Context: an optimization exercise on an open-source flow, tuned for small area. The choices shown serve that exercise and are no tape-out recipe. In this exercise RTL edits were held to simulation tests only and were not proved equivalent to the original.

==> inputs of trial 40 <==
==> flow/design.v <==
module fifo_buffer
(
	input clock, reset_n,
	input write_enable, read_enable,
	input [7:0] data_in,
	input [5:0] full_thres,
	input sh_load, sh_shift, sh_hold,
	output [8:0] sh,
	output head_at_tap,
	output empty, full
);
reg [5:0] fifo_cnt;
reg [4:0] wpos;
reg [7:0] data_d;
reg staged;
wire wr = write_enable & ~full;
wire rd = read_enable & ~empty;
assign full  = fifo_cnt == full_thres;
assign empty = fifo_cnt == 0;
wire [4:0] wpos_e = empty ? 5'd30 : wpos;
wire ins = wpos_e[0] ? staged : wr;
wire [7:0] bus = wpos_e[0] ? data_d : data_in;
wire may_clear = ins | (~wpos_e[0] & ~fifo_cnt[5]);
wire [5:0] cnt_inc = fifo_cnt + 6'd1;
always @(posedge clock) begin
	if (reset_n == 0)
		fifo_cnt <= 0;
	else if (wr & ~rd)
		fifo_cnt <= cnt_inc;
	else if (rd & ~wr)
		fifo_cnt <= fifo_cnt - 1;
	wpos <= wpos_e + 5'd1 + {4'd0, wr};
	data_d <= data_in;
	staged <= wr & wpos_e[0];
end
wire [15:0] keep_n, load_n;
fifo_select SELECT
(
	.pos(wpos_e[4:1]),
	.may_clear(may_clear),
	.ins(ins),
	.keep_n(keep_n),
	.load_n(load_n)
);
fifo_store STORE
(
	.clock(clock),
	.keep_n(keep_n),
	.load_n(load_n),
	.bus(bus),
	.sh_load(sh_load),
	.sh_shift(sh_shift),
	.sh_hold(sh_hold),
	.sh(sh)
);
assign head_at_tap = wpos == fifo_cnt[4:0];
endmodule
module fifo_select
(
	input [3:0] pos,
	input may_clear, ins,
	output [15:0] keep_n, load_n
);
wire [3:0] lo = 4'b0001 << pos[1:0];
wire [3:0] hi = 4'b0001 << pos[3:2];
wire [3:0] lo_clear = lo & {4{may_clear}};
wire [3:0] lo_ins = lo & {4{ins}};
genvar j;
generate
	for (j = 0; j < 16; j = j + 1) begin : g_sel
		assign keep_n[j] = lo_clear[j % 4] & hi[j / 4];
		assign load_n[j] = ~(lo_ins[j % 4] & hi[j / 4]);
	end
endgenerate
endmodule
module fifo_store
(
	input clock,
	input [15:0] keep_n, load_n,
	input [7:0] bus,
	input sh_load, sh_shift, sh_hold,
	output reg [8:0] sh
);
reg [255:0] ring;
genvar i;
generate
	for (i = 0; i < 32; i = i + 1) begin : g_ring
		if (i % 2 == 0) begin : g_even
			wire [7:0] din = ((i / 2) % 2) ? bus : ~bus;
			always @(posedge clock)
				ring[8*i +: 8] <= ~(({8{load_n[i/2]}} | din) & ({8{keep_n[i/2]}} | ring[8*((i+31)%32) +: 8]));
		end else begin : g_odd
			always @(posedge clock)
				ring[8*i +: 8] <= ring[8*(i-1) +: 8];
		end
	end
endgenerate
wire [8:0] new_n = {1'b0, ring[255:248]};
wire [8:0] above_n = {1'b1, ~sh[8:1]};
always @(posedge clock)
	sh <= ~(({9{sh_load}} & new_n) | ({9{sh_shift}} & above_n) | ({9{sh_hold}} & ~sh));
endmodule
module tx_baud_gen
(
	input clock, reset_n,
	input [1:0] baudrate_select,
	output tx_baud
);
reg [6:0] num;
always @(posedge clock) begin
	if (reset_n == 0)
		num <= 0;
	else
		num <= num + 1;
end
assign tx_baud = &num[3:0] &
                 (num[4] | (baudrate_select == 2'd0)) &
                 (num[5] | ~baudrate_select[1]) &
                 (num[6] | (baudrate_select != 2'd3));
endmodule
module uart_tx
(
	input clock, reset_n,
	input tx_start, tx_baud,
	input data_valid,
	input [8:0] sh,
	output sh_load, sh_shift, sh_hold,
	output tx_done,
	output tx
);
localparam STATE_IDLE  = 2'b00;
localparam STATE_START = 2'b01;
localparam STATE_DATA  = 2'b10;
localparam STATE_STOP  = 2'b11;
reg [1:0] state;
reg par;
wire in_data = state == STATE_DATA;
wire last = sh[8:1] == 0;
always @(posedge clock) begin
	if (reset_n == 0)
		state <= STATE_IDLE;
	else if (tx_baud)
		case (state)
			STATE_IDLE:  if (tx_start) state <= STATE_START;
			STATE_START: state <= STATE_DATA;
			STATE_DATA:  if (last) state <= STATE_STOP;
			STATE_STOP:  state <= STATE_IDLE;
		endcase
end
assign sh_load  = ~in_data & data_valid;
assign sh_shift = in_data & tx_baud;
assign sh_hold  = ~(sh_load | sh_shift);
always @(posedge clock) begin
	if (~in_data)
		par <= 1'b0;
	else if (tx_baud)
		par <= par ^ sh[0];
end
assign tx = (state == STATE_START) ? 1'b0 :
            in_data ? (last ? par : sh[0]) : 1'b1;
assign tx_done = (state == STATE_STOP) & tx_baud;
endmodule
module uart_transmitter
(
	input [7:0] data_i,
	input data_write_i, clock_i, reset_n_i,
	input [5:0] data_buffer_full_thres_i,
	input [1:0] baudrate_select_i,
	output data_buffer_full_o,
	output uart_tx_o
);
wire empty;
wire fifo_read;
wire head_at_tap;
wire tx_baud;
wire sh_load, sh_shift, sh_hold;
wire [8:0] sh;
fifo_buffer FIFO
(
	.clock(clock_i),
	.reset_n(reset_n_i),
	.full_thres(data_buffer_full_thres_i),
	.write_enable(data_write_i),
	.read_enable(fifo_read),
	.data_in(data_i),
	.sh_load(sh_load),
	.sh_shift(sh_shift),
	.sh_hold(sh_hold),
	.sh(sh),
	.head_at_tap(head_at_tap),
	.full(data_buffer_full_o),
	.empty(empty)
);
tx_baud_gen TX_BAUD_GEN
(
	.clock(clock_i),
	.reset_n(reset_n_i),
	.baudrate_select(baudrate_select_i),
	.tx_baud(tx_baud)
);
uart_tx UART_TX
(
	.clock(clock_i),
	.reset_n(reset_n_i),
	.tx_start(~empty),
	.tx_baud(tx_baud),
	.data_valid(head_at_tap),
	.sh(sh),
	.sh_load(sh_load),
	.sh_shift(sh_shift),
	.sh_hold(sh_hold),
	.tx_done(fifo_read),
	.tx(uart_tx_o)
);
endmodule
==> flow/flow/run.sh <==
#!/bin/bash
# The standard layout (standard.sh, with the standard synthesis) with three changes:
# port buffers are buf_1 cells; before repair_design, each cell that drives at
# most 8 pins gets its smallest drive strength (flow/downsize.tcl); and
# clock-tree synthesis uses clusters of up to 20 sinks on clkbuf_8 leaves
# without dummy loads.
set -euo pipefail
here=$(pwd)
export BUFFER_PORTS_ARGS="-buffer_cell sky130_fd_sc_hd__buf_1"
export PRE_RESIZE_TCL="$here/flow/downsize.tcl"
export CTS_ARGS="-sink_clustering_enable -repair_clock_nets -dont_use_dummy_load -buf_list sky130_fd_sc_hd__clkbuf_8 -sink_clustering_size 20 -sink_clustering_max_diameter 70"
bash standard.sh > "$here/standard.log" 2>&1
==> flow/flow/downsize.tcl <==
# Run before repair_design (PRE_RESIZE_TCL): a cell whose output drives at
# most 8 input pins gets the smallest-area variant of its own function (same
# cell name, other drive strength). repair_design, which follows, sizes up
# or buffers wherever slew or capacitance still needs it.
set db [ord::get_db]
set dont_use $::env(DONT_USE_CELLS)
set n 0
set saved 0.0
foreach inst [[ord::get_db_block] getInsts] {
  set m [$inst getMaster]
  if {[$m getType] ne "CORE" || [$m isSequential]} { continue }
  set name [$m getName]
  if {![regexp {^(sky130_fd_sc_hd__[a-z0-9]+)_([0-9]+)$} $name -> base size]} { continue }
  set fanout -1
  foreach it [$inst getITerms] {
    if {[$it isOutputSignal] && [$it getNet] ne "NULL"} {
      set fanout [expr {[llength [[$it getNet] getITerms]] + [llength [[$it getNet] getBTerms]] - 1}]
    }
  }
  if {$fanout < 1 || $fanout > 8} { continue }
  set best $m
  set area [expr {[$m getWidth] * [$m getHeight]}]
  set best_area $area
  foreach s {0 1 2 3 4 6 8 12 16} {
    set c [$db findMaster ${base}_$s]
    if {$c eq "NULL"} { continue }
    if {[lsearch -exact $dont_use [$c getName]] >= 0} { continue }
    set a [expr {[$c getWidth] * [$c getHeight]}]
    if {$a < $best_area} { set best $c; set best_area $a }
  }
  if {$best ne $m} {
    if {[catch {replace_cell [sta::find_instance [$inst getName]] [$best getName]} err]} {
      puts "downsize: could not resize [$inst getName]: $err"
    } else {
      incr n
      set saved [expr {$saved + ($area - $best_area) / 1e6}]
    }
  }
}
puts [format "downsize: %d cells resized, %.1f um2 saved" $n $saved]
==> flow/standard.sh <==
#!/bin/bash
# synth_recipe.tcl (not shown) runs the flow's synth.tcl, then flattens the netlist and writes it again
# the make line also repeats each setting of config.mk as NAME=value (left out here)
make -C /OpenROAD-flow-scripts/flow DESIGN_CONFIG=/design/flow/config.mk WORK_HOME=/design/flow/orfs CLKGATE_MAP_FILE= SYNTH_SCRIPT=/design/flow/synth_recipe.tcl "${@:-finish}"
==> flow/config.mk <==
export PLATFORM = sky130hd
export DESIGN_NAME = uart_transmitter
export DESIGN_NICKNAME = uart_transmitter
export VERILOG_FILES = /design/flow/design.v
export SDC_FILE = /design/flow/constraint.sdc
export NUM_CORES = 4
export LEC_CHECK = 0
export CAP_MARGIN = 20
export CORE_MARGIN = 2
export CORE_UTILIZATION = 65
export PLACE_DENSITY = 0.75
export SLEW_MARGIN = 20
export SYNTH_HIERARCHICAL = 1
export SYNTH_MINIMUM_KEEP_SIZE = 5
==> flow/constraint.sdc <==
create_clock -name core_clock -period 10.0 [get_ports {clock_i}]
set_input_delay 2.0000 -clock core_clock [delete_from_list [all_inputs] [get_ports {clock_i}]]
set_output_delay 2.0000 -clock core_clock [all_outputs]
set_load 0.01 [all_outputs]
==> build 29: changes against trial 40 <==
==> flow/design.v, changed modules only <==
module fifo_buffer
(
	input clock, reset_n,
	input write_enable, read_enable,
	input [7:0] data_in,
	input [5:0] full_thres,
	output [7:0] tap_data,
	output head_at_tap,
	output empty, full
);
reg [5:0] fifo_cnt;
reg [4:0] wpos, rpos;
reg [255:0] ring;
reg [7:0] data_d;
reg staged;
wire wr = write_enable & ~full;
wire rd = read_enable & ~empty;
assign full  = fifo_cnt == full_thres;
assign empty = fifo_cnt == 0;
wire [4:0] wpos_e = empty ? 5'd0 : wpos;
wire ins = wpos_e[0] ? staged : wr;
wire [7:0] bus = wpos_e[0] ? data_d : data_in;
always @(posedge clock) begin
	if (reset_n == 0)
		fifo_cnt <= 0;
	else if (wr & ~rd)
		fifo_cnt <= fifo_cnt + 1;
	else if (rd & ~wr)
		fifo_cnt <= fifo_cnt - 1;
	wpos <= wpos_e + 5'd1 + {4'd0, wr};
	rpos <= empty ? 5'd0 : rpos + 5'd1 + {4'd0, rd};
	data_d <= data_in;
	staged <= wr & wpos_e[0];
end
genvar i;
generate
	for (i = 0; i < 32; i = i + 1) begin : g_ring
		if (i % 2 == 0) begin : g_even
			wire sel = ins & (wpos_e[4:1] == i / 2);
			wire [7:0] din = ((i / 2) % 2) ? bus : ~bus;
			always @(posedge clock)
				ring[8*i +: 8] <= ~(sel ? din : ring[8*((i+31)%32) +: 8]);
		end else begin : g_odd
			always @(posedge clock)
				ring[8*i +: 8] <= ring[8*(i-1) +: 8];
		end
	end
endgenerate
assign tap_data = ring[7:0];
assign head_at_tap = rpos == 5'd0;
endmodule
module uart_tx
(
	input clock, reset_n,
	input tx_start, tx_baud,
	input [7:0] data_in,
	input data_valid,
	output tx_done,
	output tx
);
localparam STATE_IDLE  = 2'b00;
localparam STATE_START = 2'b01;
localparam STATE_DATA  = 2'b10;
localparam STATE_STOP  = 2'b11;
reg [1:0] state;
reg [8:0] sh;
reg par;
wire in_data = state == STATE_DATA;
wire last = sh[8:1] == 0;
always @(posedge clock) begin
	if (reset_n == 0)
		state <= STATE_IDLE;
	else if (tx_baud)
		case (state)
			STATE_IDLE:  if (tx_start) state <= STATE_START;
			STATE_START: state <= STATE_DATA;
			STATE_DATA:  if (last) state <= STATE_STOP;
			STATE_STOP:  state <= STATE_IDLE;
		endcase
end
always @(posedge clock) begin
	if (~in_data) begin
		if (data_valid)
			sh <= {1'b1, data_in};
	end else if (tx_baud)
		sh <= {1'b0, sh[8:1]};
	if (~in_data)
		par <= 1'b0;
	else if (tx_baud)
		par <= par ^ sh[0];
end
assign tx = (state == STATE_START) ? 1'b0 :
            in_data ? (last ? par : sh[0]) : 1'b1;
assign tx_done = (state == STATE_STOP) & tx_baud;
endmodule
module uart_transmitter
(
	input [7:0] data_i,
	input data_write_i, clock_i, reset_n_i,
	input [5:0] data_buffer_full_thres_i,
	input [1:0] baudrate_select_i,
	output data_buffer_full_o,
	output uart_tx_o
);
wire empty;
wire fifo_read;
wire [7:0] data;
wire head_at_tap;
wire tx_baud;
fifo_buffer FIFO
(
	.clock(clock_i),
	.reset_n(reset_n_i),
	.full_thres(data_buffer_full_thres_i),
	.write_enable(data_write_i),
	.read_enable(fifo_read),
	.data_in(data_i),
	.tap_data(data),
	.head_at_tap(head_at_tap),
	.full(data_buffer_full_o),
	.empty(empty)
);
tx_baud_gen TX_BAUD_GEN
(
	.clock(clock_i),
	.reset_n(reset_n_i),
	.baudrate_select(baudrate_select_i),
	.tx_baud(tx_baud)
);
uart_tx UART_TX
(
	.clock(clock_i),
	.reset_n(reset_n_i),
	.tx_start(~empty),
	.tx_baud(tx_baud),
	.data_in(data),
	.data_valid(head_at_tap),
	.tx_done(fifo_read),
	.tx(uart_tx_o)
);
endmodule
// module fifo_select removed
// module fifo_store removed
==> flow/run.sh (new file) <==
#!/bin/bash
# synth_recipe.tcl (not shown) runs the flow's synth.tcl, then flattens the netlist and writes it again
# the make line also repeats each setting of config.mk as NAME=value (left out here)
make -C /OpenROAD-flow-scripts/flow DESIGN_CONFIG=/design/flow/config.mk WORK_HOME=/design/flow/orfs CLKGATE_MAP_FILE= SYNTH_SCRIPT=/design/flow/synth_recipe.tcl finish
- CORE_UTILIZATION: 65 -> 40
- PLACE_DENSITY: 0.75 -> unset
- SYNTH_HIERARCHICAL: 1 -> unset
- SYNTH_MINIMUM_KEEP_SIZE: 5 -> unset
removed: flow/flow/run.sh
removed: flow/flow/downsize.tcl
removed: flow/standard.sh
==> results.ini <==
[worst_setup_path]
cp.arrival_ns = 3.70
cp-startpoint = data_buffer_full_thres_i[0]

[status]
status = timing/DRC/antenna clean

[min_path]
worstHoldEndpoint = FIFO.ring[28]$_DFF_P_

[place]
gp_congestion = 0.7870

Source of the figures above: build 29

==> results.ini <==
[status]
status = timing/DRC/antenna clean

[place]
gp_congestion = 0.7938

[worst_setup_path]
cp.arrival_ns = 2.71
cp-startpoint = data_buffer_full_thres_i[4]

[min_path]
worstHoldEndpoint = FIFO.STORE.ring[173]$_DFF_P_

[floorplan]
die_width_um = 118.1

Source of the figures above: trial 40

-- port drivers added, routing unchanged --
The results above use ideal ports. As a check the final layouts listed here were re-extracted and re-timed, cells and wires unchanged. Step 1 assumes that a clkbuf_16 drives the clock port and a buf_2 every other input. Step 2 also shifts input and output timing later by t, the mid clock arrival at the registers, as if the neighbouring blocks saw the same clock. Three values: ideal ports, drivers, drivers and shift; two values: the first two.
| run | t, ns | setup slack, ns | pins driven straight from the clock port |
|---|---|---|---|
| trial 40 | 0.536 | 5.293 / 5.274 / 5.172 | 1 |
| build 29 | 0.577 | 4.299 / 4.271 / 4.271 | 1 |
After both steps setup and hold are still met in every run listed. For trial 40, which loses most, drivers alone change the setup slack by -0.019 ns; drivers and shift together by -0.121 ns.
